Source: an optimization exercise on an open RTL-to-GDS flow (aim: small area, a short achievable clock period and few clock cycles per item). Production flows keep margins and buffers that such runs may drop.
Function was checked by simulation only, so behaviour that the tests miss may differ from the original.
Power and IR drop assume default switching activity.

### design/flow/design.v
module axi4_lite_slave #(
    parameter ADDRESS     = 32,
    parameter DATA_WIDTH  = 32,
    parameter REG_COUNT   = 32
) (
    input  wire                        ACLK,
    input  wire                        ARESETN,
    input  wire [ADDRESS-1:0]          S_ARADDR,
    input  wire                        S_ARVALID,
    output wire                        S_ARREADY,
    output reg  [DATA_WIDTH-1:0]       S_RDATA,
    output reg  [1:0]                  S_RRESP,
    output reg                         S_RVALID,
    input  wire                        S_RREADY,
    input  wire [ADDRESS-1:0]          S_AWADDR,
    input  wire                        S_AWVALID,
    output wire                        S_AWREADY,
    input  wire [DATA_WIDTH-1:0]       S_WDATA,
    input  wire [(DATA_WIDTH/8)-1:0]   S_WSTRB,
    input  wire                        S_WVALID,
    output wire                        S_WREADY,
    output reg  [1:0]                  S_BRESP,
    output reg                         S_BVALID,
    input  wire                        S_BREADY
);
    localparam [1:0] RESP_OKAY   = 2'b00;
    localparam [1:0] RESP_SLVERR = 2'b10;
    reg [31:0] regs [0:31];
    reg [31:0] written;
    reg        aw_v, aws_v;
    reg [4:0]  aw_idx, aws_idx;
    reg        aw_al, aws_al;
    reg        b1_v, b1_err;
    reg        awready_r, wready_r;
    assign S_AWREADY = awready_r;
    assign S_WREADY  = wready_r;
    wire aw_hs = S_AWVALID && awready_r;
    wire w_hs  = S_WVALID && wready_r;
    wire b_pop = S_BVALID && S_BREADY;
    wire w_ok  = aw_al && (S_WSTRB != 4'b0000);
    wire aw_v_n  = aws_v || aw_hs || (aw_v && !w_hs);
    wire aws_v_n = !w_hs && (aws_v || (aw_hs && aw_v));
    wire b1_v_n  = S_BVALID && !b_pop && (b1_v || w_hs);
    always @(posedge ACLK or negedge ARESETN) begin
        if (!ARESETN) begin
            aw_v      <= 1'b0;
            aws_v     <= 1'b0;
            awready_r <= 1'b0;
            wready_r  <= 1'b0;
            b1_v      <= 1'b0;
            b1_err    <= 1'b0;
            S_BVALID  <= 1'b0;
            S_BRESP   <= RESP_OKAY;
        end else begin
            aw_v      <= aw_v_n;
            aws_v     <= aws_v_n;
            awready_r <= !aws_v_n;
            wready_r  <= aw_v_n && !b1_v_n;
            b1_v      <= b1_v_n;
            if (w_hs)
                b1_err <= !w_ok;
            if (!S_BVALID || b_pop) begin
                if (b1_v) begin
                    S_BVALID <= 1'b1;
                    S_BRESP  <= b1_err ? RESP_SLVERR : RESP_OKAY;
                end else begin
                    S_BVALID <= w_hs;
                    S_BRESP  <= w_ok ? RESP_OKAY : RESP_SLVERR;
                end
            end
        end
    end
    always @(posedge ACLK) begin
        if (w_hs || !aw_v) begin
            aw_idx <= aws_v ? aws_idx : S_AWADDR[6:2];
            aw_al  <= aws_v ? aws_al  : (S_AWADDR[1:0] == 2'b00);
        end
        if (awready_r) begin
            aws_idx <= S_AWADDR[6:2];
            aws_al  <= (S_AWADDR[1:0] == 2'b00);
        end
    end
    integer r, b;
    always @(posedge ACLK or negedge ARESETN) begin
        if (!ARESETN) begin
            written <= 32'd0;
        end else if (w_hs && aw_al) begin
            written[aw_idx] <= 1'b1;
        end
    end
    always @(posedge ACLK) begin
        for (r = 0; r < 32; r = r + 1)
            for (b = 0; b < 4; b = b + 1)
                if (w_hs && aw_al && aw_idx == r && (S_WSTRB[b] || !written[r]))
                    regs[r][b*8 +: 8] <= S_WSTRB[b] ? S_WDATA[b*8 +: 8] : 8'd0;
    end
    reg        ar_v, ars_v, arready_r;
    reg [31:0] ar_sel;
    reg        ar_al;
    reg [4:0]  ars_idx;
    reg        ars_al;
    assign S_ARREADY = arready_r;
    wire ar_hs    = S_ARVALID && arready_r;
    wire r_commit = ar_v && (!S_RVALID || S_RREADY);
    wire ars_v_n  = !r_commit && (ars_v || (ar_hs && ar_v));
    always @(posedge ACLK or negedge ARESETN) begin
        if (!ARESETN) begin
            ar_v      <= 1'b0;
            ars_v     <= 1'b0;
            arready_r <= 1'b0;
            S_RVALID  <= 1'b0;
        end else begin
            ar_v      <= ars_v || ar_hs || (ar_v && !r_commit);
            ars_v     <= ars_v_n;
            arready_r <= !ars_v_n;
            S_RVALID  <= r_commit || (S_RVALID && !S_RREADY);
        end
    end
    wire [4:0] src_idx = ars_v ? ars_idx : S_ARADDR[6:2];
    wire       src_al  = ars_v ? ars_al  : (S_ARADDR[1:0] == 2'b00);
    integer k;
    always @(posedge ACLK) begin
        if (r_commit || !ar_v) begin
            for (k = 0; k < 32; k = k + 1)
                ar_sel[k] <= src_al && written[k] && (src_idx == k);
            ar_al <= src_al;
        end
        if (arready_r) begin
            ars_idx <= S_ARADDR[6:2];
            ars_al  <= (S_ARADDR[1:0] == 2'b00);
        end
    end
    reg [31:0] rd_or;
    integer q;
    always @* begin
        rd_or = 32'd0;
        for (q = 0; q < 32; q = q + 1)
            rd_or = rd_or | (regs[q] & {32{ar_sel[q]}});
    end
    always @(posedge ACLK) begin
        if (r_commit) begin
            S_RDATA <= rd_or;
            S_RRESP <= ar_al ? RESP_OKAY : RESP_SLVERR;
        end
    end
endmodule
### design/flow/run.sh
#!/bin/bash
# synth_recipe.tcl (not shown) runs the flow's synth.tcl, then flattens the netlist and writes it again
# the make line also repeats each setting of config.mk as NAME=value (left out here)
make -C /OpenROAD-flow-scripts/flow DESIGN_CONFIG=/design/flow/config.mk WORK_HOME=/design/flow/orfs CLKGATE_MAP_FILE= SYNTH_SCRIPT=/design/flow/synth_recipe.tcl finish
### design/flow/config.mk
export PLATFORM = sky130hd
export DESIGN_NAME = axi4_lite_slave
export DESIGN_NICKNAME = axi4_lite_slave
export VERILOG_FILES = /design/flow/design.v
export SDC_FILE = /design/flow/constraint.sdc
export NUM_CORES = 4
export LEC_CHECK = 0
export CAP_MARGIN = 20
export CORE_MARGIN = 2
export CORE_UTILIZATION = 40
export CTS_CLUSTER_DIAMETER = 80
export CTS_CLUSTER_SIZE = 25
export SETUP_SLACK_MARGIN = 3.0
export SLEW_MARGIN = 20
### design/flow/constraint.sdc
create_clock -name core_clock -period 5.0 [get_ports {ACLK}]
set_input_delay 1.0000 -clock core_clock [delete_from_list [all_inputs] [get_ports {ACLK}]]
set_output_delay 1.0000 -clock core_clock [all_outputs]
set_load 0.01 [all_outputs]
==> results of run 1 <==
[power breakdown]
part	internal, mW	total [mW]	switching (mW)	leakage [nW]
Combinational	2.40	6.42	4.02	5.43
Sequential	11.1	12.0	0.886	10.7
Clock	2.09	5.03	2.94	0.748
Total	15.6	23.4	7.85	16.9
[metal layers]
metal | vias up | global-route usage | wire, um | part of all wire
met5 | - | 0 | 41 | 0.00027
met4 | 6 | 0.129 | 8430 | 0.055
met3 | 398 | 0.0595 | 19000 | 0.12
met2 | 2155 | 0.427 | 69300 | 0.45
met1 | 14000 | 0.383 | 56300 | 0.37
li1 | 10500 | - | - | -
[through the flow]
stage,area (sq um),util,instances,setup slack [ps]
after detailed placement,46500,0.448,3727,1280
after global placement,46500,0.448,3725,1330
after floorplan,44100,-,2332,2580
after CTS,53000,0.510,4060,2710
after global routing,53700,0.517,4089,2700
final,53700,0.517,4091,2740
[registers in the layout, summed over array words and instances (netlist names)]
name / cells
regs: 1024
S_RDATA: 32
ar_sel: 32
written: 32
ars_idx: 5
aw_idx: 5
aws_idx: 5
S_BRESP: 1
S_BVALID: 1
S_RRESP: 1
S_RVALID: 1
ar_al: 1
ar_v: 1
arready_r: 1
ars_al: 1
ars_v: 1
aw_al: 1
aw_v: 1
awready_r: 1
aws_al: 1
aws_v: 1
b1_err: 1
b1_v: 1
wready_r: 1
[cell families (layout without fill, tap and decap cells)]
group           after synthesis  in the layout  synth area share
compound gates              691            691             0.116
xor+xnor                      3              3          0.000625
fa+ha+maj                     6              6           0.00178
buf+inv                     137            513            0.0131
flops                      1152           1152             0.817
mux                          10             10           0.00262
other cells                   1              4         0.0000891
simple gates                331            332            0.0490
[worst paths after layout]
check                                           to  slack (ps)
setup / recovery                       S_RDATA[22]        2740
hold / removal                  b1_err$_DFFE_PN0P_         190
setup reg to reg             S_RDATA[25]$_DFFE_PP_        2800
hold reg to reg               S_RRESP[1]$_DFFE_PP_         530
max in group asynchronous  written[15]$_DFFE_PN0P_        4320
min in group core_clock       S_RRESP[1]$_DFFE_PP_         530
[what timing repair did]
item | CTS | global route
setup buffers | 238 | 23
setup endpoints to repair | 2199 | 1237
pin swaps | 88 | 97
resized for setup | 448 | 95
cloned | 15 | 5
hold buffers | 0 | 0
[cells in the mapped netlist (8+ instances only)]
| cell | n | share of area |
|---|---|---|
| edfxtp_1 | 1108 | 0.79 |
| a22oi_1 | 518 | 0.092 |
| a21oi_1 | 131 | 0.016 |
| nand4_1 | 129 | 0.019 |
| clkbuf_1 | 115 | 0.010 |
| dfrtp_1 | 44 | 0.026 |
| nand3_1 | 37 | 0.0044 |
| and2_1 | 34 | 0.0051 |
| and3_1 | 34 | 0.0051 |
| or4_1 | 33 | 0.0059 |
| a21o_1 | 16 | 0.0029 |
| nand2_1 | 14 | 0.0012 |
| inv_1 | 11 | 0.00098 |
| nor2_1 | 10 | 0.00089 |
| a31o_2 | 8 | 0.0017 |
| mux2_2 | 8 | 0.0021 |
| nand3b_1 | 8 | 0.0014 |
[cell type report]
cell class              count  area [sq um]  area share
inverters                  11          85.1     0.00158
repair buffers            422          6160       0.115
multi-input cells        1044          9860       0.183
diodes                      2          5.00   0.0000931
clock buffers              74          1480      0.0275
well taps                1380          1730      0.0321
flip-flops and latches   1152         34400       0.640
clock inverters             6          58.8     0.00109
[cells in the final DEF, fill, tap and decap left out, drive strengths merged, types with 13 or more instances in the layout]
| cell type | n |
|---|---|
| and2 | 35 |
| nand4 | 129 |
| and3 | 34 |
| inv | 13 |
| nand2 | 14 |
| buf | 360 |
| nand3 | 37 |
| edfxtp | 1108 |
| dfrtp | 44 |
| a21oi | 131 |
| or4 | 33 |
| clkdlybuf4s50 | 46 |
| a21o | 16 |
| clkbuf | 80 |
| a22oi | 518 |
==> results.py, run 1 <==
metrics = {
    "global_routing": {
        "track_usage": 0.279,
        "antenna_found_initial": 3,
        "grt_max_degree": 45,
        "grt_first_pass_wirelength_mm": 207,
        "gr-total-overflow": 0,
        "grt_pass1_vias": 25800,
    },
    "detailed_routing": {
        "detail-route-antenna-nets": 0,
        "initialDrtViolationCount": 4804,
        "wl_per_cell_um": 37.4,
        "drc_errors": 0,
        "drt_pass1_iterations": 6,
        "vias": 27000,
        "via_per_inst": 6.60,
        "wirelength_mm": 153,
    },
    "floorplanning": {
        "die_y_um": 328,
        "dieArea_sq_um": 108000,
        "pin_count": 148,
        "core_area_sq_um": 104000,
        "rows": 118,
        "start_util": 0.405,
        "fp.dieW_um": 328,
    },
    "job": {
        "cap_violations": 0,
    },
    "clocking": {
        "clk_path_buf_depth": 3,
        "cts_buffers": 53,
        "cts.clk_slew.worst_paths_ps": 100,
        "root_buffer": "clkbuf_16",
        "tritoncts": "built",
        "cts.sinks": 1152,
        "worstSkewPairLatency_ps": 690,
        "htree_num_levels": 2,
    },
    "worst_setup_path": {
        "cpMaxStageDelayCell": "edfxtp_1",
        "cpPeakStageDelay_ps": 430,
        "crit_cells": 1,
        "critPathBufInv": 1,
        "arrival_ps": 1260,
        "crit_path_start": "S_RDATA[22]$_DFFE_PP_",
        "worstPathRequired_ps": 4000,
        "cp_max_fo": 1,
        "critical_path_class": "register to primary output",
        "r2r_start": "ar_sel[28]$_DFFE_PN_",
        "reg2regPathDepth": 7,
        "cp-end-kind": "primary output",
        "crit_chain": "buf_2",
        "cp-start-kind": "register",
        "cp_top_family": "flip-flops",
    },
    "sta": {
        "tightest_slew_ps": 942,
        "maxSlewViolCount": 0,
        "max_freq_ghz": 0.442,
        "min_period_ps": 2260,
        "skew_ps": 28.2,
        "slew_headroom": 0.372,
        "fin_crit_sh": 0.452,
        "whs_ps": 188,
        "tns_ps": 0,
        "hold_viol_final": 0,
        "rsz0062_at_grt": "yes",
        "setup-violations-final": 0,
    },
    "finish": {
        "n_fill_cell": 8096,
        "drive_gt1_frac": 0.300,
        "area_delta_synth_final_pct": 27.8,
        "fin_nets": 2797,
    },
    "place": {
        "port_buffers": 95,
        "hpwl_mm": 81.2,
        "place.gp.congestion": 0.929,
    },
    "synth": {
        "ys_types": 52,
        "async_reset_ff_frac": 0.0382,
        "avgSynthCellArea_sq_um": 18.0,
        "synth-seq-cells": 1152,
        "synthCells": 2331,
        "synth-edff-count": 1108,
        "ys_seq_area_frac": 0.817,
        "syn-cell-area_sq_um": 42100,
        "synth-main-ff-cell": "edfxtp_1",
        "yosysWarnings": 2,
    },
    "outcome": {
        "status": "finished clean",
    },
    "power_and_ir_drop": {
        "power_density_nw_per_um2": 436,
        "power.leakage_nw": 16.9,
        "vdd_drop_max_mv": 0.287,
        "total_power_mw": 23.4,
    },
    "hold_path": {
        "hold_class": "primary input to async pin",
    },
}
Testbench counts, summed over its fixed seeds: cycles 2,416, items 4,800.
==> run 2: changes to the inputs <==
--- a/design/flow/config.mk
+++ b/design/flow/config.mk
@@ -9,6 +9,6 @@
 export CORE_MARGIN = 2
-export CORE_UTILIZATION = 40
+export CORE_UTILIZATION = 55
 export CTS_CLUSTER_DIAMETER = 80
 export CTS_CLUSTER_SIZE = 25
-export SETUP_SLACK_MARGIN = 3.0
+export SETUP_SLACK_MARGIN = 2.8
 export SLEW_MARGIN = 20
==> run 2 against run 1 <==
Combinational power fell by 19%. First-iteration DRC count fell by 4.4%. Still clean. Hold slack improved by 160 ps. Register-to-register slack got worse by 80 ps. Synthesized area did not move. Power fell by 5.6%. Largest cell class unchanged. Final area fell by 6.4%. Largest power group unchanged. Synthesized cell count did not move. Critical path depth rose by 5. Global-route usage rose by 9.1 points. Die area fell by 27%. Sequential cell count did not move.
==> results.py, run 2 <==
metrics = {
    "global_routing": {
        "grt_max_degree": 45,
        "grt_pass1_vias": 24700,
        "grt_first_pass_wirelength_mm": 197,
        "antenna_found_initial": 3,
        "track_usage": 0.370,
        "gr-total-overflow": 0,
    },
    "worst_setup_path": {
        "worstPathRequired_ps": 5360,
        "cpPeakStageDelay_ps": 420,
        "crit_top_cell": "buf_4",
        "cp-end-kind": "register",
        "critPathBufInv": 2,
        "cp-start-kind": "register",
        "cp_top_family": "simple AND/OR/NAND/NOR gates",
        "cp_max_fo": 11,
        "critical_path_class": "register to register",
        "crit_chain": "buf_4 > ha_4 > and2b_2 > nand3_2 > a21oi_4 > buf_4",
        "arrival_ps": 2640,
        "cpMaxStageDelayCell": "edfxtp_1",
    },
    "finish": {
        "regArea_sq_um": 34400,
        "largest_reg_flops": 1024,
        "final_cell_mix": "1108 x edfxtp_1, 509 x a22oi_1, 135 x buf_4",
        "utilization": 0.664,
        "area_delta_synth_final_pct": 19.6,
        "fin_nets": 2727,
        "top_register": "regs",
        "drive_gt1_frac": 0.228,
        "mostFrequentLayoutCell": "edfxtp_1",
        "multi_input_area_sq_um": 8960,
        "n_fill_cell": 5176,
    },
    "place": {
        "port_buffers": 95,
        "hpwl_mm": 84.5,
        "place.gp.congestion": 1.04,
    },
    "detailed_routing": {
        "drt_pass1_iterations": 8,
        "drc_errors": 0,
        "wirelength_mm": 146,
        "wl_per_cell_um": 40.3,
        "initialDrtViolationCount": 4592,
        "via_per_inst": 7.30,
        "detail-route-antenna-nets": 0,
        "vias": 26400,
    },
    "sta": {
        "tightest_slew_ps": 922,
        "rsz0062_at_grt": "yes",
        "min_period_ps": 2280,
        "hold_viol_final": 0,
        "tns_ps": 0,
        "setup-violations-final": 0,
        "maxSlewViolCount": 0,
        "skew_ps": 40.4,
        "fin_crit_sh": 0.455,
        "slew_headroom": 0.385,
        "max_freq_ghz": 0.439,
    },
    "job": {
        "cap_violations": 0,
    },
    "synth": {
        "synthTopCellsByCount": "1108 x edfxtp_1, 518 x a22oi_1, 131 x a21oi_1",
        "ys_types": 52,
        "synth-main-ff-cell": "edfxtp_1",
        "synth_top_area_frac": 0.791,
        "synth_top_area_cell": "edfxtp_1",
        "avgSynthCellArea_sq_um": 18.0,
        "synth-edff-count": 1108,
        "yosys-top-cells-area": "edfxtp_1 79%, a22oi_1 9.2%, dfrtp_1 2.6%",
        "synth-seq-cells": 1152,
        "async_reset_ff_frac": 0.0382,
        "syn-cell-area_sq_um": 42100,
        "yosysWarnings": 2,
        "ys_seq_area_frac": 0.817,
        "synth.most_common_cell": "edfxtp_1",
        "synthCells": 2331,
    },
    "clocking": {
        "root_buffer": "clkbuf_16",
        "worstSkewPairLatency_ps": 670,
        "cts.sinks": 1152,
        "tritoncts": "built",
        "cts_buffers": 53,
        "clk_path_buf_depth": 3,
        "cts_hold_buffers": 0,
        "cts.clk_slew.worst_paths_ps": 100,
        "htree_num_levels": 2,
    },
    "power_and_ir_drop": {
        "vdd_drop_max_mv": 0.396,
        "power.leakage_nw": 15.9,
        "power_density_nw_per_um2": 439,
    },
    "outcome": {
        "status": "finished clean",
    },
    "floorplanning": {
        "fp.dieW_um": 281,
        "die_y_um": 281,
        "dieArea_sq_um": 78700,
        "pin_count": 148,
        "rows": 101,
        "start_util": 0.555,
        "core_area_sq_um": 75800,
    },
    "hold_path": {
        "hold_class": "primary input to async pin",
    },
}
[run 2: changes by cell type in the layout (fill, tap and decap cells not counted), moves of 8 or more]
cell,change
a22oi_1,+90
a22oi_2,-90
buf_12,-79
buf_4,+59
buf_6,-28
or4_1,+27
or4_4,-27
a21oi_4,-23
buf_16,-15
a21oi_1,+14
a21oi_2,+9
clkdlybuf4s50_1,+8
[run 2: through the flow]
step | instance area, sq um | setup slack [ps] | hold WS (ps) | cells | total power, mW
final | 50300 | 2720 | 346 | 3623 | 22.1
after global routing | 50300 | 2710 | 383 | 3622 | 22.5
after CTS | 49900 | 2740 | 532 | 3600 | 21.7
after detailed placement | 45400 | 1100 | 511 | 3358 | 16.3
after global placement | 45300 | 1180 | 499 | 3353 | 16.2
after floorplan | 43100 | 2580 | 468 | 2332 | 13.9
[run 2: report_power, final]
part           total (mW)  internal [mW]  switching, mW
clock network        5.06           2.14           2.93
logic                5.17           1.60           3.57
registers            11.9           11.1          0.785
[run 2: worst paths after layout]
kind,start,to,slack [ps],cells after the start
max in group asynchronous,ARESETN,awready_r$_DFF_PN0_,4190,1
setup / recovery,aw_idx[0]$_DFFE_PN_,regs[27][8]$_DFFE_PP_,2720,6
hold / removal,ARESETN,ar_v$_DFF_PN0_,350,1
hold reg to reg,b1_v$_DFF_PN0_,S_BVALID$_DFFE_PN0P_,540,2
min in group core_clock,b1_v$_DFF_PN0_,S_BVALID$_DFFE_PN0P_,540,2
setup reg to reg,aw_idx[0]$_DFFE_PN_,regs[27][8]$_DFFE_PP_,2720,6
[run 2: area by class of cell]
class                           count  share of cell area
Timing Repair Buffer              351              0.0817
Clock inverter                      9             0.00189
Clock buffer                       76              0.0293
Multi-Input combinational cell   1045               0.178
Sequential cell                  1152               0.683
Inverter                           11             0.00132
Tap cell                          978              0.0243
Antenna cell                        1           0.0000497
[run 2: logic make-up after synthesis]
group	Yosys count	synth area share
buffers and inverters	137	0.0131
xor gates and xnor gates	3	0.000625
DFF	1152	0.817
adders and majority gates	6	0.00178
AOI/OAI and AO/OA	691	0.116
and+or+nand+nor	331	0.0490
muxes	10	0.00262
other	1	0.0000891
[run 2: metal layers]
metal / part of all wire / wire [um] / track usage / up-vias
li1: - / - / - / 10300
met1: 0.38 / 55700 / 0.544 / 13800
met2: 0.45 / 65800 / 0.558 / 2073
met3: 0.13 / 19200 / 0.0804 / 288
met4: 0.037 / 5390 / 0.116 / 2
met5: 0.000089 / 13 / 0 / -
[run 2: timing repair]
item	4_1_cts	5_1_grt
setup buffers	155	20
hold endpoints to repair	0	0
gates resized for setup	316	37
pin swaps	25	11
endpoints found under the setup margin	2091	783
gates cloned	2	2
==> run 3: changes to the inputs <==
--- a/design/flow/config.mk
+++ b/design/flow/config.mk
@@ -9,3 +9,3 @@
 export CORE_MARGIN = 2
-export CORE_UTILIZATION = 55
+export CORE_UTILIZATION = 40
 export CTS_CLUSTER_DIAMETER = 80
==> run 3 against run 2 <==
Largest power group unchanged. Maximum frequency fell by 0.69%. Clock skew is essentially flat. First-iteration DRC count shrank 12%. Hold slack worse by 150 ps. Count of clock-buffer cells in the layout decreased by 1. Power fell by 0.88%. Critical endpoint is now regs[24][8]$_DFFE_PP_.
==> results.py, run 3 <==
metrics = {
    "outcome": {
        "status": "finished clean",
    },
    "power_and_ir_drop": {
        "combPwrFrac": 0.229,
        "vdd_drop_max_mv": 0.373,
        "switching_share": 0.327,
        "share_seq_of_total_power": 0.543,
        "cell_internal_pwr_mw": 14.8,
        "power.net_switching_mw": 7.16,
        "power_density_nw_per_um2": 433,
        "power.leakage_nw": 15.8,
        "total_power_mw": 21.9,
        "clockPowerShare": 0.228,
    },
    "worst_setup_path": {
        "cp-start-kind": "primary input",
        "critPathBufInv": 2,
        "critical_path_class": "primary input to register",
        "cp-end-kind": "register",
        "crit_chain": "clkdlybuf4s50_1 > buf_4 > and2_2",
        "cp_top_family": "buffers and inverters",
        "arrival_ps": 2670,
        "cpPeakStageDelay_ps": 730,
        "cpMaxStageDelayCell": "clkdlybuf4s50_1",
        "cp_max_fo": 32,
        "worstPathRequired_ps": 5380,
    },
    "place": {
        "port_buffers": 95,
        "hpwl_mm": 83.6,
        "place.gp.congestion": 0.964,
    },
    "synth": {
        "avgSynthCellArea_sq_um": 18.0,
        "yosys-top-cells-area": "edfxtp_1 79%, a22oi_1 9.2%, dfrtp_1 2.6%",
        "async_reset_ff_frac": 0.0382,
        "synth_top_area_frac": 0.791,
        "synthTopCellsByCount": "1108 x edfxtp_1, 518 x a22oi_1, 131 x a21oi_1",
        "yosysWarnings": 2,
        "synth-seq-cells": 1152,
        "synth_top_area_cell": "edfxtp_1",
        "synth.most_common_cell": "edfxtp_1",
        "ys_types": 52,
        "synthCells": 2331,
        "synth-edff-count": 1108,
        "syn-cell-area_sq_um": 42100,
        "synth-main-ff-cell": "edfxtp_1",
        "ys_seq_area_frac": 0.817,
    },
    "sta": {
        "max_freq_ghz": 0.436,
        "hold_viol_final": 0,
        "fin_crit_sh": 0.458,
        "skew_ps": 40.7,
        "tightest_slew_ps": 1050,
        "slew_headroom": 0.298,
        "maxSlewViolCount": 0,
        "rsz0062_at_grt": "yes",
        "tns_ps": 0,
        "min_period_ps": 2290,
        "setup-violations-final": 0,
    },
    "finish": {
        "fin_nets": 2699,
        "n_fill_cell": 8558,
        "top_register": "regs",
        "area_delta_synth_final_pct": 20.4,
        "drive_gt1_frac": 0.223,
        "final_cell_mix": "1108 x edfxtp_1, 504 x a22oi_1, 129 x nand4_1",
        "largest_reg_flops": 1024,
        "mostFrequentLayoutCell": "edfxtp_1",
    },
    "detailed_routing": {
        "via_per_inst": 6.48,
        "initialDrtViolationCount": 4042,
        "detail-route-antenna-nets": 0,
        "drt_pass1_iterations": 6,
        "drc_errors": 0,
        "vias": 25900,
        "wl_per_cell_um": 35.9,
        "wirelength_mm": 143,
    },
    "global_routing": {
        "track_usage": 0.262,
        "grt_pass1_vias": 25000,
        "gr-total-overflow": 0,
        "grt_first_pass_wirelength_mm": 196,
        "antenna_found_initial": 3,
        "grt_max_degree": 45,
    },
    "floorplanning": {
        "start_util": 0.405,
        "dieArea_sq_um": 108000,
        "core_area_sq_um": 104000,
        "die_y_um": 328,
        "rows": 118,
        "pin_count": 148,
        "fp.dieW_um": 328,
    },
    "clocking": {
        "htree_num_levels": 2,
        "cts_hold_buffers": 0,
        "clk_path_buf_depth": 3,
        "cts.clk_slew.worst_paths_ps": 100,
        "cts_buffers": 53,
        "tritoncts": "built",
        "cts.sinks": 1152,
        "worstSkewPairLatency_ps": 670,
        "root_buffer": "clkbuf_16",
    },
    "job": {
        "cap_violations": 0,
    },
    "hold_path": {
        "hold_class": "primary input to async pin",
    },
}
==> run 3: cell types whose count changed in the layout (fill, tap and decap cells not counted), moves of 5 or more <==
cell	delta
a21oi_2	-5
a21oi_4	+5
a22oi_1	-5
a22oi_2	+5
buf_12	+8
buf_4	-33
nand3_2	+8
nand3_4	-8
or4_1	-7
or4_4	+7
==> run 3: worst paths after layout <==
path | endpoint | start | cells after the start | slack [ps]
setup / recovery | regs[24][8]$_DFFE_PP_ | S_WSTRB[1] | 3 | 2710
hold / removal | S_BRESP[1]$_DFFE_PN0P_ | ARESETN | 1 | 200
setup reg to reg | S_RDATA[4]$_DFFE_PP_ | ar_sel[18]$_DFFE_PN_ | 7 | 2730
hold reg to reg | S_RRESP[1]$_DFFE_PP_ | ar_al$_DFFE_PN_ | 1 | 520
max in group asynchronous | wready_r$_DFF_PN0_ | ARESETN | 2 | 4320
min in group core_clock | S_RRESP[1]$_DFFE_PP_ | ar_al$_DFFE_PN_ | 1 | 520
==> run 3: power by group through the flow <==
stage	Combinational [mW]	Sequential (mW)	Clock (mW)
2_1_floorplan	2.20	11.7	0
6_report	5.02	11.9	5.00
3_5_place_dp	4.00	12.3	0
5_1_grt	5.22	11.9	5.34
4_1_cts	4.70	11.8	5.04
3_3_place_gp	3.89	12.3	0
==> run 3: stage by stage <==
step / std cells / worst slack (ps) / util / instance area [sq um] / hold WS, ps
3_5_place_dp: 3750 / 1100 / 0.441 / 45800 / 496
2_1_floorplan: 2332 / 2580 / - / 43100 / 468
3_3_place_gp: 3747 / 1110 / 0.440 / 45700 / 492
6_report: 3994 / 2710 / 0.487 / 50600 / 199
5_1_grt: 3993 / 2700 / 0.487 / 50600 / 187
4_1_cts: 3973 / 2570 / 0.483 / 50200 / 506
==> run 3: logic make-up after synthesis <==
logic type / share of synthesized area
DFF: 0.817
AOI/OAI and AO/OA: 0.116
and+or+nand+nor: 0.0490
buffers and inverters: 0.0131
muxes: 0.00262
adders and majority gates: 0.00178
xor gates and xnor gates: 0.000625
other: 0.0000891
==> run 3: what timing repair did <==
item / in CTS / in global routing
pin swaps: 25 / 19
gates cloned: 0 / 1
setup buffers: 141 / 18
setup endpoints to repair: 1950 / 1051
gates resized for setup: 305 / 61
==> run 3: cell type report <==
type / count / area (sq um) / share of cell area
inverters: 11 / 63.8 / 0.00126
well taps: 1380 / 1730 / 0.0341
clock inverters: 7 / 67.6 / 0.00133
clock buffers: 75 / 1470 / 0.0291
flip-flops and latches: 1152 / 34400 / 0.679
diodes: 1 / 2.50 / 0.0000494
repair buffers: 325 / 4010 / 0.0792
multi-input cells: 1043 / 8930 / 0.176
==> run 3: routing by layer <==
metal  global-route usage  share of wire  up-vias  wire, um
li1                     -              -    10200         -
met1                0.363           0.38    13600     54900
met2                0.410           0.46     1799     66300
met3               0.0651           0.12      281     17200
met4               0.0794          0.034        0      4880
met5                    0              0        -         0
==> run 4: changes to the inputs <==
==> design/flow/flow/run.sh (new file) <==
#!/bin/bash
set -euo pipefail
bash standard.sh "BUFFER_PORTS_ARGS=-buffer_cell sky130_fd_sc_hd__buf_2" finish > standard.log 2>&1
==> design/flow/standard.sh (new file) <==
#!/bin/bash
# synth_recipe.tcl (not shown) runs the flow's synth.tcl, then flattens the netlist and writes it again
# the make line also repeats each setting of config.mk as NAME=value (left out here)
make -C /OpenROAD-flow-scripts/flow DESIGN_CONFIG=/design/flow/config.mk WORK_HOME=/design/flow/orfs CLKGATE_MAP_FILE= SYNTH_SCRIPT=/design/flow/synth_recipe.tcl "${@:-finish}"
removed: design/flow/run.sh
==> run 4 against run 3 <==
Critical path depth fell by 2. Utilization fell by 0.79 points. Hold slack improved by 110 ps. Global-route usage fell by 0.11 points. Worst setup slack improved by 33 ps. Sequential share of layout area rose by 1.1 points. Non-clock buffer count fell by 43. First-iteration DRC count rose by 11%. Combinational power fell by 3%. Sequential cell count did not move. Count of clock-buffer cells in the layout fell by 1. Clock skew fell by 8.5 ps. Critical path type is now register to primary output.
==> results.py, run 4 <==
metrics = {
    "synth": {
        "synth-main-ff-cell": "edfxtp_1",
        "yosysWarnings": 2,
        "yosys-top-cells-area": "edfxtp_1 79%, a22oi_1 9.2%, dfrtp_1 2.6%",
        "avgSynthCellArea_sq_um": 18.0,
        "synth-edff-count": 1108,
        "synth-seq-cells": 1152,
        "ys_types": 52,
        "synthTopCellsByCount": "1108 x edfxtp_1, 518 x a22oi_1, 131 x a21oi_1",
        "synth_top_area_frac": 0.791,
        "synth.most_common_cell": "edfxtp_1",
        "async_reset_ff_frac": 0.0382,
        "syn-cell-area_sq_um": 42100,
        "synth_top_area_cell": "edfxtp_1",
        "synthCells": 2331,
        "ys_seq_area_frac": 0.817,
    },
    "sta": {
        "setup_ws_ps": 2740,
        "skew_ps": 32.2,
        "tns_ps": 0,
        "fin_crit_sh": 0.452,
        "rsz0062_at_grt": "yes",
        "tightest_slew_ps": 1090,
        "setup-violations-final": 0,
        "maxSlewViolCount": 0,
        "slew_headroom": 0.273,
        "max_freq_ghz": 0.443,
        "hold_viol_final": 0,
        "min_period_ps": 2260,
    },
    "finish": {
        "fin_nets": 2657,
        "top_register": "regs",
        "area_delta_synth_final_pct": 18.4,
        "regArea_sq_um": 34400,
        "drive_gt1_frac": 0.222,
        "largest_reg_flops": 1024,
        "multi_input_area_sq_um": 8920,
        "n_fill_cell": 8538,
        "mostFrequentLayoutCell": "edfxtp_1",
        "final_cell_mix": "1108 x edfxtp_1, 513 x a22oi_1, 129 x nand4_1",
    },
    "global_routing": {
        "track_usage": 0.261,
        "grt_first_pass_wirelength_mm": 195,
        "antenna_found_initial": 3,
        "grt_max_degree": 45,
        "grt_pass1_vias": 24600,
        "gr-total-overflow": 0,
    },
    "worst_setup_path": {
        "critical_path_class": "register to primary output",
        "cp_top_family": "flip-flops",
        "cpMaxStageDelayCell": "edfxtp_1",
        "cp-start-kind": "register",
        "cpPeakStageDelay_ps": 430,
        "critPathBufInv": 1,
        "arrival_ps": 1260,
        "crit_chain": "buf_2",
        "worstPathRequired_ps": 4000,
        "cp_max_fo": 1,
        "cp-end-kind": "primary output",
    },
    "floorplanning": {
        "rows": 118,
        "core_area_sq_um": 104000,
        "fp.dieW_um": 328,
        "die_y_um": 328,
        "dieArea_sq_um": 108000,
        "start_util": 0.405,
        "pin_count": 148,
    },
    "clocking": {
        "tritoncts": "built",
        "clk_path_buf_depth": 3,
        "htree_num_levels": 2,
        "cts_buffers": 54,
        "cts.clk_slew.worst_paths_ps": 90,
        "cts_hold_buffers": 0,
        "root_buffer": "clkbuf_16",
        "worstSkewPairLatency_ps": 690,
        "cts.sinks": 1152,
    },
    "detailed_routing": {
        "via_per_inst": 6.53,
        "wirelength_mm": 144,
        "drt_pass1_iterations": 5,
        "wl_per_cell_um": 36.4,
        "vias": 25800,
        "detail-route-antenna-nets": 0,
        "initialDrtViolationCount": 4505,
        "drc_errors": 0,
    },
    "power_and_ir_drop": {
        "vdd_drop_max_mv": 0.428,
        "total_power_mw": 21.9,
        "power_density_nw_per_um2": 440,
        "power.leakage_nw": 15.6,
    },
    "place": {
        "place.gp.congestion": 0.979,
        "port_buffers": 95,
        "hpwl_mm": 82.0,
        "pre_cts_slack_ps": 1620,
    },
    "job": {
        "cap_violations": 0,
    },
    "outcome": {
        "status": "finished clean",
    },
    "hold_path": {
        "hold_class": "primary input to async pin",
    },
}
[run 4: cell count changes in the layout (fill, tap and decap cells not counted), moves of 13 or more]
cell / previous run / this run
clkdlybuf4s50_1: 53 / 0
buf_2: 35 / 87
buf_4: 102 / 79
buf_12: 109 / 91
and2_1: 3 / 18
and2_2: 28 / 15
[run 4: metrics by stage]
| step | util | instance area [sq um] | std cells | hold slack [ps] |
|---|---|---|---|---|
| 2_1_floorplan | - | 43100 | 2332 | 468 |
| 3_3_place_gp | 0.434 | 45200 | 3731 | 493 |
| 3_5_place_dp | 0.435 | 45200 | 3733 | 503 |
| 4_1_cts | 0.475 | 49400 | 3930 | 485 |
| 5_1_grt | 0.479 | 49800 | 3952 | 329 |
| 6_report | 0.479 | 49800 | 3953 | 308 |
[run 4: cell type report]
type                    count  area share
diodes                      1   0.0000502
clock buffers              74      0.0300
clock inverters            10     0.00188
inverters                  11     0.00103
multi-input cells        1043       0.179
flip-flops and latches   1152       0.690
well taps                1380      0.0347
repair buffers            282      0.0634
[run 4: report_power, final]
group	internal, mW	switching, mW	total, mW
sequential	11.1	0.834	11.9
combinational	1.46	3.42	4.89
clock	2.13	2.96	5.09
[run 4: layer usage]
layer,track usage,routed length (um)
met2,0.407,66000
met1,0.365,55200
met5,0,0
met3,0.0531,16900
met4,0.0911,5870
[run 4: kinds of logic after synthesis]
family                     synth area share
muxes                               0.00262
adders and majority gates           0.00178
other                             0.0000891
DFF                                   0.817
xor gates and xnor gates           0.000625
and+or+nand+nor                      0.0490
buffers and inverters                0.0131
AOI/OAI and AO/OA                     0.116
[run 4: final timing paths]
kind                                      start                     end  slack [ps]  cells past startpoint
hold reg to reg              b1_err$_DFFE_PN0P_      b1_err$_DFFE_PN0P_         540                      1
setup / recovery           S_RDATA[8]$_DFFE_PP_              S_RDATA[8]        2740                      1
setup reg to reg            aw_idx[1]$_DFFE_PN_  regs[27][17]$_DFFE_PP_        2740                      6
hold / removal                          ARESETN  S_BRESP[1]$_DFFE_PN0P_         310                      1
min in group core_clock             S_ARADDR[6]    ars_idx[4]$_DFFE_PP_         510                      1
max in group asynchronous               ARESETN     awready_r$_DFF_PN0_        4260                      1
[run 4: what timing repair did]
action                                  in CTS  in global routing
endpoints found under the setup margin    1140                372
pin swaps                                   15                  8
gates cloned                                 0                  1
setup buffers                              113                 20
gates resized for setup                    130                 29
==> run 5: changes to the inputs <==
==> design/flow/flow/run.sh (replaced) <==
#!/bin/bash
set -euo pipefail
bash standard.sh "BUFFER_PORTS_ARGS=-buffer_cell sky130_fd_sc_hd__buf_4" finish > standard.log 2>&1
==> run 5 against run 4 <==
Still clean. Wire length grew 0.17%. First-iteration DRC count shrank 7.5%. Synthesized cell count is the same. Cell count grew 0.46%. Critical path type is now register to register.
==> results.py, run 5 <==
metrics = {
    "place": {
        "port_buffers": 95,
        "hpwl_mm": 81.8,
        "pre_cts_slack_ps": 1700,
        "place.gp.congestion": 0.958,
    },
    "detailed_routing": {
        "wirelength_mm": 144,
        "via_per_inst": 6.49,
        "wl_per_cell_um": 36.3,
        "drc_errors": 0,
        "drt_pass1_iterations": 8,
        "detail-route-antenna-nets": 0,
        "vias": 25800,
        "initialDrtViolationCount": 4165,
    },
    "clocking": {
        "clk_path_buf_depth": 3,
        "cts_hold_buffers": 0,
        "cts.sinks": 1152,
        "cts_buffers": 53,
        "cts.clk_slew.worst_paths_ps": 100,
        "htree_num_levels": 2,
        "tritoncts": "built",
        "root_buffer": "clkbuf_16",
        "worstSkewPairLatency_ps": 660,
    },
    "outcome": {
        "status": "finished clean",
    },
    "power_and_ir_drop": {
        "power_density_nw_per_um2": 432,
        "power.leakage_nw": 15.8,
        "vdd_drop_max_mv": 0.430,
    },
    "global_routing": {
        "grt_first_pass_wirelength_mm": 195,
        "grt_pass1_vias": 24600,
        "gr-total-overflow": 0,
        "track_usage": 0.261,
        "antenna_found_initial": 2,
        "grt_max_degree": 45,
    },
    "worst_setup_path": {
        "cp_top_family": "simple AND/OR/NAND/NOR gates",
        "critPathBufInv": 2,
        "cp-end-kind": "register",
        "r2r-end": "regs[18][26]$_DFFE_PP_",
        "cp_max_fo": 8,
        "crit_top_cell": "buf_4",
        "cpMaxStageDelayCell": "edfxtp_1",
        "ff2ff_setup_slack_ps": 2700,
        "arrival_ps": 2660,
        "r2r_start": "aw_idx[2]$_DFFE_PN_",
        "cp-start-kind": "register",
        "crit_chain": "and4b_4 > buf_4 > nand3_2 > a21oi_1 > buf_4",
        "critical_path_class": "register to register",
        "cpPeakStageDelay_ps": 510,
        "reg2regPathDepth": 5,
        "worstPathRequired_ps": 5360,
    },
    "floorplanning": {
        "fp.dieW_um": 328,
        "core_area_sq_um": 104000,
        "dieArea_sq_um": 108000,
        "die_y_um": 328,
        "start_util": 0.405,
        "pin_count": 148,
        "rows": 118,
    },
    "hold_path": {
        "hold_class": "primary input to async pin",
    },
    "sta": {
        "maxSlewViolCount": 0,
        "setup-violations-final": 0,
        "setup_ws_ps": 2700,
        "slew_headroom": 0.209,
        "max_freq_ghz": 0.434,
        "tns_ps": 0,
        "tightest_slew_ps": 1170,
        "fin_crit_sh": 0.461,
        "min_period_ps": 2300,
        "rsz0062_at_grt": "yes",
        "skew_ps": 18.6,
        "hold_viol_final": 0,
    },
    "synth": {
        "async_reset_ff_frac": 0.0382,
        "synth-main-ff-cell": "edfxtp_1",
        "synthTopCellsByCount": "1108 x edfxtp_1, 518 x a22oi_1, 131 x a21oi_1",
        "yosysWarnings": 2,
        "ys_seq_area_frac": 0.817,
        "synth-edff-count": 1108,
        "synth_top_area_frac": 0.791,
        "syn-cell-area_sq_um": 42100,
        "yosys-top-cells-area": "edfxtp_1 79%, a22oi_1 9.2%, dfrtp_1 2.6%",
        "ys_types": 52,
        "synth.most_common_cell": "edfxtp_1",
        "avgSynthCellArea_sq_um": 18.0,
        "synthCells": 2331,
        "synth-seq-cells": 1152,
        "synth_top_area_cell": "edfxtp_1",
    },
    "finish": {
        "fin_nets": 2682,
        "top_register": "regs",
        "utilization": 0.485,
        "largest_reg_flops": 1024,
        "mostFrequentLayoutCell": "edfxtp_1",
        "antenna_cells": 0,
        "drive_gt1_frac": 0.227,
        "area_delta_synth_final_pct": 19.8,
        "final_cell_mix": "1108 x edfxtp_1, 516 x a22oi_1, 143 x buf_4",
    },
    "job": {
        "cap_violations": 0,
    },
}
==> run 5: cell counts after synthesis <==
Identical to the previous run, type by type.
==> run 5: through the flow <==
step	total power, mW	area (sq um)	cells	hold slack (ps)
after floorplan	13.9	43100	2332	468
after global placement	16.2	45400	3732	484
after detailed placement	16.2	45500	3737	510
after CTS	21.5	49700	3934	319
after global routing	22.3	50400	3971	334
final	21.8	50400	3971	325
==> run 5: layer usage <==
metal / vias to the layer above / global-route usage / routed length, um
met5: - / 0 / 0
met4: 0 / 0.0916 / 5460
li1: 10200 / - / -
met3: 297 / 0.0537 / 15700
met2: 1719 / 0.411 / 67200
met1: 13600 / 0.362 / 55900
==> run 5: worst max path at each step <==
stage	startpoint	endpoint	slack, ps	cells after the start
final	aw_idx[2]$_DFFE_PN_	regs[18][26]$_DFFE_PP_	2700	5
after global routing	aw_idx[0]$_DFFE_PN_	regs[9][16]$_DFFE_PP_	2690	7
after CTS	aw_idx[1]$_DFFE_PN_	regs[9][10]$_DFFE_PP_	2700	5
after detailed placement	S_WVALID	regs[28][3]$_DFFE_PP_	1700	4
after global placement	aw_idx[3]$_DFFE_PN_	regs[8][28]$_DFFE_PP_	1450	3
after floorplan	S_RREADY	ar_al$_DFFE_PN_	2580	1
==> run 5: repair_timing <==
action / 4_1_cts / 5_1_grt
pin swaps: 7 / 2
endpoints found under the setup margin: 1136 / 624
setup buffers: 120 / 37
gates resized for setup: 158 / 43
==> run 5: cells by family after synthesis <==
kind of cell | share of synthesized area
flip-flops | 0.817
AO/OA/AOI/OAI | 0.116
AND/OR/NAND/NOR | 0.0490
buffers and inverters | 0.0131
multiplexers | 0.00262
adder cells (fa/ha/maj) | 0.00178
XOR/XNOR | 0.000625
other | 0.0000891
==> run 5: layout make-up <==
type,count,area [sq um]
tap,1380,1730
timing repair buffer,308,3870
multi-input combinational,1043,8930
clock inverter,6,57.6
sequential,1152,34400
clock buffer,71,1390
inverter,11,51.3
fill,8516,53500
==> run 5: power by group <==
part,internal [mW],switching (mW),leakage [nW]
registers,11.1,0.842,10.7
logic,1.56,3.41,4.43
clock network,1.98,2.89,0.706
==> run 6: changes to the inputs <==
--- a/design/flow/design.v
+++ b/design/flow/design.v
@@ -30,4 +30,7 @@
     reg        aw_v, aws_v;
-    reg [4:0]  aw_idx, aws_idx;
-    reg        aw_al, aws_al;
+    reg [3:0]  aw_lo;            
+    reg [7:0]  aw_hi;            
+    reg        aw_al;
+    reg [4:0]  aws_idx;
+    reg        aws_al;
     reg        b1_v, b1_err;
@@ -72,6 +75,12 @@
     end
+    wire [4:0] aw_src_idx = aws_v ? aws_idx : S_AWADDR[6:2];
+    wire       aw_src_al  = aws_v ? aws_al  : (S_AWADDR[1:0] == 2'b00);
+    integer j;
     always @(posedge ACLK) begin
         if (w_hs || !aw_v) begin
-            aw_idx <= aws_v ? aws_idx : S_AWADDR[6:2];
-            aw_al  <= aws_v ? aws_al  : (S_AWADDR[1:0] == 2'b00);
+            for (j = 0; j < 4; j = j + 1)
+                aw_lo[j] <= (aw_src_idx[1:0] == j);
+            for (j = 0; j < 8; j = j + 1)
+                aw_hi[j] <= aw_src_al && (aw_src_idx[4:2] == j);
+            aw_al <= aw_src_al;
         end
@@ -86,4 +95,6 @@
             written <= 32'd0;
-        end else if (w_hs && aw_al) begin
-            written[aw_idx] <= 1'b1;
+        end else if (w_hs) begin
+            for (r = 0; r < 32; r = r + 1)
+                if (aw_lo[r % 4] && aw_hi[r / 4])
+                    written[r] <= 1'b1;
         end
@@ -93,3 +104,3 @@
             for (b = 0; b < 4; b = b + 1)
-                if (w_hs && aw_al && aw_idx == r && (S_WSTRB[b] || !written[r]))
+                if (w_hs && aw_lo[r % 4] && aw_hi[r / 4] && (S_WSTRB[b] || !written[r]))
                     regs[r][b*8 +: 8] <= S_WSTRB[b] ? S_WDATA[b*8 +: 8] : 8'd0;
==> design/flow/flow/run.sh (replaced) <==
#!/bin/bash
set -euo pipefail
bash standard.sh "BUFFER_PORTS_ARGS=-buffer_cell sky130_fd_sc_hd__buf_2" finish > standard.log 2>&1
==> run 6 against run 5 <==
Still clean on timing, DRC and antenna. First-iteration DRC count shrank 16%. Utilization shrank 1.7 points. Global-route usage shrank 3.5 points. Largest power group unchanged. Highest routed layer unchanged.
==> results.py, run 6 <==
metrics = {
    "outcome": {
        "status": "finished clean",
    },
    "clocking": {
        "cts_buffers": 54,
        "tritoncts": "built",
        "htree_num_levels": 2,
        "worstSkewPairLatency_ps": 670,
        "cts.clk_slew.worst_paths_ps": 100,
        "cts.sinks": 1159,
        "cts_hold_buffers": 0,
        "clk_path_buf_depth": 3,
        "root_buffer": "clkbuf_16",
    },
    "power_and_ir_drop": {
        "power.net_switching_mw": 7.24,
        "total_power_mw": 22.5,
        "combPwrFrac": 0.215,
        "cell_internal_pwr_mw": 15.2,
        "vdd_drop_max_mv": 0.293,
        "power_density_nw_per_um2": 462,
        "share_seq_of_total_power": 0.558,
        "clockPowerShare": 0.228,
        "switching_share": 0.322,
        "power.leakage_nw": 14.8,
    },
    "sta": {
        "fin_crit_sh": 0.489,
        "max_freq_ghz": 0.409,
        "setup_ws_ps": 2560,
        "setup-violations-final": 0,
        "min_period_ps": 2440,
        "rsz0062_at_grt": "yes",
        "slew_headroom": 0.257,
        "hold_viol_final": 0,
        "skew_ps": 19.5,
        "tns_ps": 0,
        "tightest_slew_ps": 1110,
        "maxSlewViolCount": 0,
    },
    "worst_setup_path": {
        "critical_path_class": "primary input to register",
        "worstPathRequired_ps": 5310,
        "cp-end-kind": "register",
        "arrival_ps": 2750,
        "r2r_start": "wready_r$_DFF_PN0_",
        "cp_max_fo": 8,
        "cp-start-kind": "primary input",
        "crit_path_start": "S_WVALID",
    },
    "floorplanning": {
        "pin_count": 148,
        "dieArea_sq_um": 108000,
        "start_util": 0.405,
        "die_y_um": 328,
        "fp.dieW_um": 328,
        "core_area_sq_um": 104000,
        "rows": 118,
    },
    "synth": {
        "synth-seq-cells": 1159,
        "synth-main-ff-cell": "edfxtp_1",
        "synthTopCellsByCount": "1115 x edfxtp_1, 512 x a22oi_1, 131 x a21oi_1",
        "syn-cell-area_sq_um": 42000,
        "avgSynthCellArea_sq_um": 18.2,
        "yosysWarnings": 2,
        "synthCells": 2308,
        "synth.most_common_cell": "edfxtp_1",
        "synth-edff-count": 1115,
        "ys_types": 40,
        "synth_top_area_frac": 0.797,
        "yosys-top-cells-area": "edfxtp_1 80%, a22oi_1 9.2%, dfrtp_1 2.6%",
        "ys_seq_area_frac": 0.823,
        "async_reset_ff_frac": 0.0380,
        "synth_top_area_cell": "edfxtp_1",
    },
    "global_routing": {
        "gr-total-overflow": 0,
        "grt_pass1_vias": 23500,
        "track_usage": 0.227,
        "grt_max_degree": 45,
        "grt_first_pass_wirelength_mm": 174,
        "antenna_found_initial": 0,
    },
    "detailed_routing": {
        "drc_errors": 0,
        "detail-route-antenna-nets": 0,
        "drt_pass1_iterations": 5,
        "wirelength_mm": 125,
        "vias": 24200,
        "initialDrtViolationCount": 3486,
        "wl_per_cell_um": 32.3,
        "via_per_inst": 6.23,
    },
    "hold_path": {
        "hold_class": "primary input to async pin",
    },
    "finish": {
        "fin_nets": 2590,
        "area_delta_synth_final_pct": 15.7,
        "top_register": "regs",
        "final_cell_mix": "1115 x edfxtp_1, 511 x a22oi_1, 128 x nand4_1",
        "finish.instance_area_sq_um": 48600,
        "final_cells": 3885,
        "largest_reg_flops": 1024,
        "mostFrequentLayoutCell": "edfxtp_1",
        "drive_gt1_frac": 0.192,
    },
    "place": {
        "placed_cells_incl_taps": 3706,
        "place_area_sq_um": 44500,
        "port_buffers": 95,
        "pre_cts_slack_ps": 1720,
        "hpwl_mm": 78.0,
        "place.gp.congestion": 0.975,
    },
    "job": {
        "cap_violations": 0,
    },
}
[run 6: kinds of logic after synthesis]
group	after synthesis	share of synthesized area
AOI/OAI and AO/OA	671	0.113
buffers and inverters	132	0.0136
DFF	1159	0.823
muxes	2	0.000536
other	1	0.0000893
and+or+nand+nor	343	0.0494
[run 6: timing repair]
item | in CTS | in global routing
pin swaps | 7 | 3
setup buffers | 47 | 54
endpoints found under the setup margin | 872 | 934
gates resized for setup | 111 | 42
[run 6: path summary, 6_finish.rpt]
kind | endpoint | slack (ps) | cells past startpoint
worst max-delay path | regs[7][16]$_DFFE_PP_ | 2560 | 4
worst min-delay path | ars_v$_DFF_PN0_ | 410 | 2
worst max register to register | regs[7][16]$_DFFE_PP_ | 2600 | 3
worst min register to register | b1_err$_DFFE_PN0P_ | 510 | 1
max in group asynchronous | awready_r$_DFF_PN0_ | 4100 | 2
min in group core_clock | b1_err$_DFFE_PN0P_ | 510 | 1
[run 6: cell type report]
class	instances	area, sq um
flip-flops and latches	1159	34600
fillers	8494	55200
clock inverters	7	103
multi-input cells	1018	8330
repair buffers	236	2320
clock buffers	70	1480
diodes	1	2.50
well taps	1380	1730
inverters	14	56.3
[run 6: critical path, cell delays in order]
cell,delay [ps]
buf_2,140
and3_1,460
nand2_1,490
a21oi_2,640
[run 6: metrics by stage]
step                      hold slack, ps   util
after global placement               484  0.428
after detailed placement             492  0.429
after global routing                 454  0.468
after floorplan                      468      -
final                                414  0.468
after CTS                            411  0.456
[run 6: layer usage]
metal	vias to the layer above	track usage	wire, um
li1	9927	-	-
met1	12600	0.310	48600
met2	1436	0.368	59600
met3	243	0.0438	12900
met4	0	0.0693	4290
met5	-	0	0
[run 6: power groups by stage]
stage,clock network [mW],registers (mW),logic [mW]
after floorplan,0,12.3,2.27
after global placement,0,12.9,3.75
after detailed placement,0,13.0,3.84
after CTS,5.13,12.4,4.52
after global routing,5.45,12.5,5.03
final,5.11,12.5,4.82
Testbench counts of run 6, summed over its fixed seeds: cycles 2,416, items 4,800.
==> run 7: changes to the inputs <==
==> design/flow/run.sh (new file) <==
#!/bin/bash
# synth_recipe.tcl (not shown) runs the flow's synth.tcl, then flattens the netlist and writes it again
# the make line also repeats each setting of config.mk as NAME=value (left out here)
make -C /OpenROAD-flow-scripts/flow DESIGN_CONFIG=/design/flow/config.mk WORK_HOME=/design/flow/orfs CLKGATE_MAP_FILE= SYNTH_SCRIPT=/design/flow/synth_recipe.tcl finish
removed: design/flow/flow/run.sh
removed: design/flow/standard.sh
==> run 7 against run 6 <==
Utilization up 2.0 points. Sequential cell count unchanged. Non-clock buffer count up 91. Critical path depth down 3. Worst setup slack better by 210 ps. Die area unchanged. Wire length up 4.7%. Synthesized area unchanged. Combinational power up 11%. First-iteration DRC count up 14%. Count of clock-buffer cells in the layout up 9. Highest routed layer is now met5.
==> results.py, run 7 <==
metrics = {
    "outcome": {
        "status": "finished clean",
    },
    "synth": {
        "ys_types": 40,
        "async_reset_ff_frac": 0.0380,
        "synth_top_family_by_area": "compound AO/OA/AOI/OAI gates",
        "yosys-top-cells-area": "edfxtp_1 80%, a22oi_1 9.2%, dfrtp_1 2.6%",
        "synth-compound-area-share": 0.113,
        "synth_top_area_cell": "edfxtp_1",
        "synth_top_area_frac": 0.797,
        "synth-seq-cells": 1159,
        "synthTopCellsByCount": "1115 x edfxtp_1, 512 x a22oi_1, 131 x a21oi_1",
        "synthSimpleGateAreaFrac": 0.0494,
        "yosysWarnings": 2,
        "synthAdderAreaFrac": 0,
        "synthCells": 2308,
        "synth.most_common_cell": "edfxtp_1",
        "ys_seq_area_frac": 0.823,
        "synth_mux_area_frac": 0.000536,
        "syn-cell-area_sq_um": 42000,
        "avgSynthCellArea_sq_um": 18.2,
        "synth-edff-count": 1115,
        "synth-main-ff-cell": "edfxtp_1",
        "synth-xor-area-share": 0,
    },
    "detailed_routing": {
        "drt_pass1_iterations": 5,
        "wirelength_mm": 131,
        "detail-route-antenna-nets": 0,
        "initialDrtViolationCount": 3988,
        "vias": 25100,
        "wl_per_cell_um": 32.8,
        "via_per_inst": 6.28,
        "drc_errors": 0,
    },
    "sta": {
        "tightest_slew_ps": 927,
        "setup-violations-final": 0,
        "skew_ps": 37.8,
        "slew_headroom": 0.382,
        "tns_ps": 0,
        "whs_ps": 434,
        "max_freq_ghz": 0.447,
        "fin_crit_sh": 0.447,
        "rsz0062_at_grt": "yes",
        "hold_viol_final": 0,
        "maxSlewViolCount": 0,
        "min_period_ps": 2240,
    },
    "clocking": {
        "clk_path_buf_depth": 3,
        "cts.sinks": 1159,
        "cts_hold_buffers": 0,
        "worstSkewPairLatency_ps": 690,
        "cts_buffers": 55,
        "root_buffer": "clkbuf_16",
        "htree_num_levels": 2,
        "cts.clk_slew.worst_paths_ps": 100,
        "tritoncts": "built",
    },
    "global_routing": {
        "gr-total-overflow": 0,
        "track_usage": 0.238,
        "antenna_found_initial": 3,
        "grt_first_pass_wirelength_mm": 182,
        "grt_max_degree": 45,
        "grt_pass1_vias": 24800,
    },
    "place": {
        "place_area_sq_um": 45000,
        "port_buffers": 95,
        "place.gp.congestion": 0.998,
        "hpwl_mm": 78.3,
    },
    "finish": {
        "area_delta_synth_final_pct": 20.7,
        "n_fill_cell": 8257,
        "top_register": "regs",
        "utilization": 0.489,
        "regArea_sq_um": 34600,
        "multi_input_area_sq_um": 8570,
        "largest_reg_flops": 1024,
        "finish.instance_area_sq_um": 50700,
        "fin_nets": 2682,
        "final_cell_mix": "1115 x edfxtp_1, 510 x a22oi_1, 128 x nand4_1, 128 x a21oi_4, 128 x buf_12",
        "drive_gt1_frac": 0.217,
        "mostFrequentLayoutCell": "edfxtp_1",
    },
    "worst_setup_path": {
        "cp_top_family": "flip-flops",
        "worstPathRequired_ps": 4000,
        "cp-start-kind": "register",
        "cp_max_fo": 1,
        "cpMaxStageDelayCell": "edfxtp_1",
        "critPathBufInv": 1,
        "crit_chain": "buf_2",
        "critical_path_class": "register to primary output",
        "arrival_ps": 1240,
        "cp-end-kind": "primary output",
        "cpPeakStageDelay_ps": 400,
    },
    "floorplanning": {
        "fp.dieW_um": 328,
        "start_util": 0.405,
        "rows": 118,
        "die_y_um": 328,
        "pin_count": 148,
        "dieArea_sq_um": 108000,
        "core_area_sq_um": 104000,
    },
    "power_and_ir_drop": {
        "vdd_drop_max_mv": 0.281,
        "power.leakage_nw": 15.6,
        "power_density_nw_per_um2": 454,
    },
    "job": {
        "cap_violations": 0,
    },
    "hold_path": {
        "hold_class": "primary input to async pin",
    },
}
-- run 7: worst register-to-register path, cell delays in order, from the launching register on --
cell and delay [ps]:
edfxtp_1 380, buf_4 350, a22oi_1 300, nand4_1 290
or4_4 620
-- run 7: final cells by class --
type / instances / area share
flip-flops and latches: 1159 / 0.682
repair buffers: 327 / 0.0819
multi-input cells: 1018 / 0.169
clock buffers: 79 / 0.0289
inverters: 14 / 0.00118
well taps: 1380 / 0.0340
clock inverters: 17 / 0.00306
diodes: 2 / 0.0000987
-- run 7: cell families after synthesis --
logic type / Yosys count
flip-flops: 1159
AO/OA/AOI/OAI: 671
AND/OR/NAND/NOR: 343
other: 1
multiplexers: 2
buffers and inverters: 132
-- run 7: power by group --
group / switching, mW / total (mW) / internal, mW
logic: 3.60 / 5.33 / 1.73
registers: 0.941 / 12.6 / 11.6
clock network: 3.03 / 5.13 / 2.10
total: 7.57 / 23.0 / 15.5
-- run 7: timing repair --
item                                    4_1_cts  5_1_grt
resized for setup                           369       30
pin swaps                                     9       11
setup buffers                               180        9
endpoints found under the setup margin     2106      762
-- run 7: path summary, 6_finish.rpt --
check | startpoint | to | slack, ps | depth (start not counted)
max | S_RDATA[4]$_DFFE_PP_ | S_RDATA[4] | 2760 | 1
max in group asynchronous | ARESETN | written[6]$_DFFE_PN0P_ | 4070 | 2
min reg2reg | b1_err$_DFFE_PN0P_ | b1_err$_DFFE_PN0P_ | 510 | 1
min | ARESETN | S_RVALID$_DFF_PN0_ | 430 | 2
max reg2reg | ar_sel[31]$_DFFE_PN_ | S_RDATA[26]$_DFFE_PP_ | 2790 | 4
min in group core_clock | b1_err$_DFFE_PN0P_ | b1_err$_DFFE_PN0P_ | 510 | 1
-- run 7: per-stage QoR --
stage | power, mW | worst slack [ps] | std cells
2_1_floorplan | 14.5 | 2580 | 2309
3_5_place_dp | 16.9 | 1400 | 3709
6_report | 23.0 | 2760 | 3996
3_3_place_gp | 16.8 | 1460 | 3709
5_1_grt | 23.6 | 2700 | 3994
4_1_cts | 22.7 | 2720 | 3985
-- run 7: routing by layer --
layer | GRT usage | vias to the layer above | wire [um]
met5 | 0 | - | 13
met3 | 0.0516 | 296 | 14300
met4 | 0.0784 | 2 | 4910
met1 | 0.326 | 12900 | 50900
met2 | 0.381 | 1715 | 61100
li1 | - | 10100 | -
==> run 8: changes to the inputs <==
--- a/design/flow/design.v
+++ b/design/flow/design.v
@@ -109,2 +109,3 @@
     reg [31:0] ar_sel;
+    reg [4:0]  ar_idx;
     reg        ar_al;
@@ -131,9 +132,11 @@
     wire       src_al  = ars_v ? ars_al  : (S_ARADDR[1:0] == 2'b00);
+    wire       ar_ld    = r_commit || !ar_v;
+    wire [4:0] ar_idx_n = ar_ld ? src_idx : ar_idx;
+    wire       ar_al_n  = ar_ld ? src_al  : ar_al;
     integer k;
     always @(posedge ACLK) begin
-        if (r_commit || !ar_v) begin
-            for (k = 0; k < 32; k = k + 1)
-                ar_sel[k] <= src_al && written[k] && (src_idx == k);
-            ar_al <= src_al;
-        end
+        ar_idx <= ar_idx_n;
+        ar_al  <= ar_al_n;
+        for (k = 0; k < 32; k = k + 1)
+            ar_sel[k] <= ar_al_n && written[k] && (ar_idx_n == k);
         if (arready_r) begin
==> design/flow/flow/run.sh (new file) <==
#!/bin/bash
set -euo pipefail
bash standard.sh "BUFFER_PORTS_ARGS=-buffer_cell sky130_fd_sc_hd__buf_2" finish > standard.log 2>&1
==> design/flow/standard.sh (new file) <==
#!/bin/bash
# synth_recipe.tcl (not shown) runs the flow's synth.tcl, then flattens the netlist and writes it again
# the make line also repeats each setting of config.mk as NAME=value (left out here)
make -C /OpenROAD-flow-scripts/flow DESIGN_CONFIG=/design/flow/config.mk WORK_HOME=/design/flow/orfs CLKGATE_MAP_FILE= SYNTH_SCRIPT=/design/flow/synth_recipe.tcl "${@:-finish}"
removed: design/flow/run.sh
==> run 8 against run 7 <==
Still clean on timing, DRC and antenna. First-iteration DRC count rose by 0.40%. Synthesized cell count rose by 2.6%. Clock power barely moved. Cell count fell by 0.98%. Synthesized area rose by 0.58%. Hold slack improved by 7.4 ps. Sequential power fell by 5%. Final area fell by 6.6%. Via count rose by 1.3%. Sequential share of layout area rose by 4.5 points. Maximum frequency fell by 2.9%. Sequential cell count rose by 5. Critical path type is now primary input to register. Critical endpoint is now regs[28][10]$_DFFE_PP_. Highest routed layer unchanged.
==> results.py, run 8 <==
metrics = {
    "worst_setup_path": {
        "cp_max_fo": 8,
        "cpPeakStageDelay_ps": 630,
        "crit_cells": 4,
        "cp-end-kind": "register",
        "cp_top_family": "simple AND/OR/NAND/NOR gates",
        "reg2regPathDepth": 3,
        "cp-start-kind": "primary input",
        "critical_path_class": "primary input to register",
        "worstPathRequired_ps": 5310,
        "crit_chain": "buf_2 > and3_1 > nand2_1 > a21oi_2",
        "critPathBufInv": 1,
        "cpMaxStageDelayCell": "a21oi_2",
        "arrival_ps": 2610,
    },
    "synth": {
        "synth-compound-area-share": 0.123,
        "synth-main-ff-cell": "edfxtp_1",
        "synth-xor-area-share": 0,
        "synth-seq-cells": 1164,
        "syn-cell-area_sq_um": 42200,
        "synth_top_area_frac": 0.769,
        "ys_types": 51,
        "synth.most_common_cell": "edfxtp_1",
        "async_reset_ff_frac": 0.0378,
        "synthTopCellsByCount": "1082 x edfxtp_1, 512 x a22oi_1, 136 x a21oi_1",
        "synthSimpleGateAreaFrac": 0.0437,
        "ys_seq_area_frac": 0.813,
        "yosysWarnings": 2,
        "synthAdderAreaFrac": 0,
        "synth_mux_area_frac": 0.00281,
        "synth_top_area_cell": "edfxtp_1",
        "synthCells": 2368,
        "yosys-top-cells-area": "edfxtp_1 77%, a22oi_1 9.1%, dfrtp_1 2.6%",
        "synth-edff-count": 1082,
        "synth_top_family_by_area": "compound AO/OA/AOI/OAI gates",
        "avgSynthCellArea_sq_um": 17.8,
    },
    "sta": {
        "slew_headroom": 0.311,
        "tightest_slew_ps": 1030,
        "maxSlewViolCount": 0,
        "hold_viol_final": 0,
        "whs_ps": 441,
        "setup_ws_ps": 2700,
        "max_freq_ghz": 0.434,
        "fin_crit_sh": 0.461,
        "skew_ps": 30.6,
        "setup-violations-final": 0,
        "rsz0062_at_grt": "yes",
        "tns_ps": 0,
        "min_period_ps": 2300,
    },
    "floorplanning": {
        "dieArea_sq_um": 108000,
        "pin_count": 148,
        "start_util": 0.402,
        "core_area_sq_um": 105000,
        "die_y_um": 329,
        "rows": 119,
        "fp.dieW_um": 329,
    },
    "finish": {
        "fin_nets": 2642,
        "area_delta_synth_final_pct": 12.2,
        "multi_input_area_sq_um": 7740,
        "drive_gt1_frac": 0.178,
        "final_cell_mix": "1082 x edfxtp_1, 510 x a22oi_1, 128 x nand4_1",
        "mostFrequentLayoutCell": "edfxtp_1",
        "final_cells": 3957,
        "finish.instance_area_sq_um": 47400,
        "utilization": 0.451,
        "regArea_sq_um": 34400,
        "largest_reg_flops": 1024,
        "top_register": "regs",
        "n_fill_cell": 8938,
        "antenna_cells": 0,
    },
    "power_and_ir_drop": {
        "share_seq_of_total_power": 0.603,
        "vdd_drop_max_mv": 0.430,
        "total_power_mw": 19.8,
        "clockPowerShare": 0.258,
        "switching_share": 0.272,
        "power.leakage_nw": 14.9,
        "power.net_switching_mw": 5.39,
        "power_density_nw_per_um2": 419,
        "cell_internal_pwr_mw": 14.4,
        "combPwrFrac": 0.139,
    },
    "outcome": {
        "status": "finished clean",
    },
    "detailed_routing": {
        "drc_errors": 0,
        "wl_per_cell_um": 35.0,
        "vias": 25400,
        "detail-route-antenna-nets": 0,
        "via_per_inst": 6.42,
        "initialDrtViolationCount": 4004,
        "drt_pass1_iterations": 8,
        "wirelength_mm": 138,
    },
    "place": {
        "pre_cts_slack_ps": 1430,
        "hpwl_mm": 82.8,
        "port_buffers": 95,
        "place.gp.congestion": 1.06,
        "placed_cells_incl_taps": 3854,
        "place_area_sq_um": 45100,
    },
    "global_routing": {
        "antenna_found_initial": 7,
        "grt_first_pass_wirelength_mm": 190,
        "track_usage": 0.252,
        "gr-total-overflow": 0,
        "grt_pass1_vias": 24300,
        "grt_max_degree": 45,
    },
    "clocking": {
        "cts.clk_slew.worst_paths_ps": 100,
        "root_buffer": "clkbuf_16",
        "cts_hold_buffers": 0,
        "cts.sinks": 1164,
        "clk_path_buf_depth": 3,
        "worstSkewPairLatency_ps": 680,
        "htree_num_levels": 2,
        "cts_buffers": 54,
        "tritoncts": "built",
    },
    "hold_path": {
        "hold_class": "primary input to async pin",
    },
    "job": {
        "cap_violations": 0,
    },
}
-- run 8: power by group through the flow --
stage	sequential (mW)	clock, mW	combinational [mW]
4_1_cts	12.0	5.13	2.71
6_report	12.0	5.11	2.76
2_1_floorplan	12.0	0	1.30
3_5_place_dp	12.2	0	2.57
5_1_grt	12.0	5.45	2.88
3_3_place_gp	12.2	0	2.53
-- run 8: logic make-up after synthesis --
| logic type | Yosys count |
|---|---|
| flops | 1164 |
| compound gates | 704 |
| simple gates | 318 |
| buf+inv | 171 |
| mux | 10 |
| other cells | 1 |
-- run 8: what timing repair did --
| item | CTS | global route |
|---|---|---|
| gates resized for setup | 88 | 27 |
| endpoints found under the setup margin | 456 | 232 |
| pin swaps | 5 | 2 |
| setup buffers | 11 | 0 |
| cloned | 1 | 0 |
-- run 8: final timing paths --
path	from	slack, ps	end
min reg2reg	ar_idx[4]$_DFF_P_	470	ar_idx[4]$_DFF_P_
max in group asynchronous	ARESETN	4040	wready_r$_DFF_PN0_
max reg2reg	wready_r$_DFF_PN0_	2750	regs[28][10]$_DFFE_PP_
min in group core_clock	ar_idx[4]$_DFF_P_	470	ar_idx[4]$_DFF_P_
max	S_WVALID	2700	regs[28][10]$_DFFE_PP_
min	ARESETN	440	ar_v$_DFF_PN0_
-- run 8: layout make-up --
type / instances / share of cell area
Tap cell: 1391 / 0.0367
Timing Repair inverter: 1 / 0.000158
Clock inverter: 9 / 0.00169
Multi-Input combinational cell: 1034 / 0.163
Timing Repair Buffer: 237 / 0.0357
Sequential cell: 1164 / 0.727
Inverter: 43 / 0.00349
Clock buffer: 78 / 0.0320
-- run 8: layer usage --
layer	vias up	global-route usage	wire length [um]
met1	13200	0.352	53800
met4	4	0.0852	5650
met2	1777	0.392	63200
li1	10100	-	-
met5	-	0.00565	98
met3	292	0.0537	15700
Testbench counts of run 8, summed over its fixed seeds: cycles 2,416, items 4,800.

afterwards: timing with drivers on the ports:
How much do the figures lean on ideal ports? The routed layouts below were timed once more, with nothing changed but the port constraints. Step 1: set_driving_cell puts a clkbuf_16 on ACLK and a buf_2 on each other input, an assumption about the parent block. Step 2 times the ports against the registers' clock, not the clock port: input delays grow and output delays shrink by t, the midpoint of the rising clock arrivals with the driver on. a / b / c = ideal ports / drivers / drivers and shift; a / b = the first two.
run | shift t [ns] | setup slack, ns
run 1 | 0.744 | 2.740 / 2.670 / 2.282
run 2 | 0.725 | 2.724 / 2.699 / 2.059
run 3 | 0.720 | 2.708 / 2.696 / 2.019
run 4 | 0.740 | 2.741 / 2.672 / 2.170
run 5 | 0.720 | 2.696 / 2.696 / 2.164
run 6 | 0.733 | 2.555 / 2.600 / 1.871
run 7 | 0.746 | 2.765 / 2.692 / 2.059
run 8 | 0.731 | 2.697 / 2.684 / 2.015
After both steps every run listed still meets setup and hold.
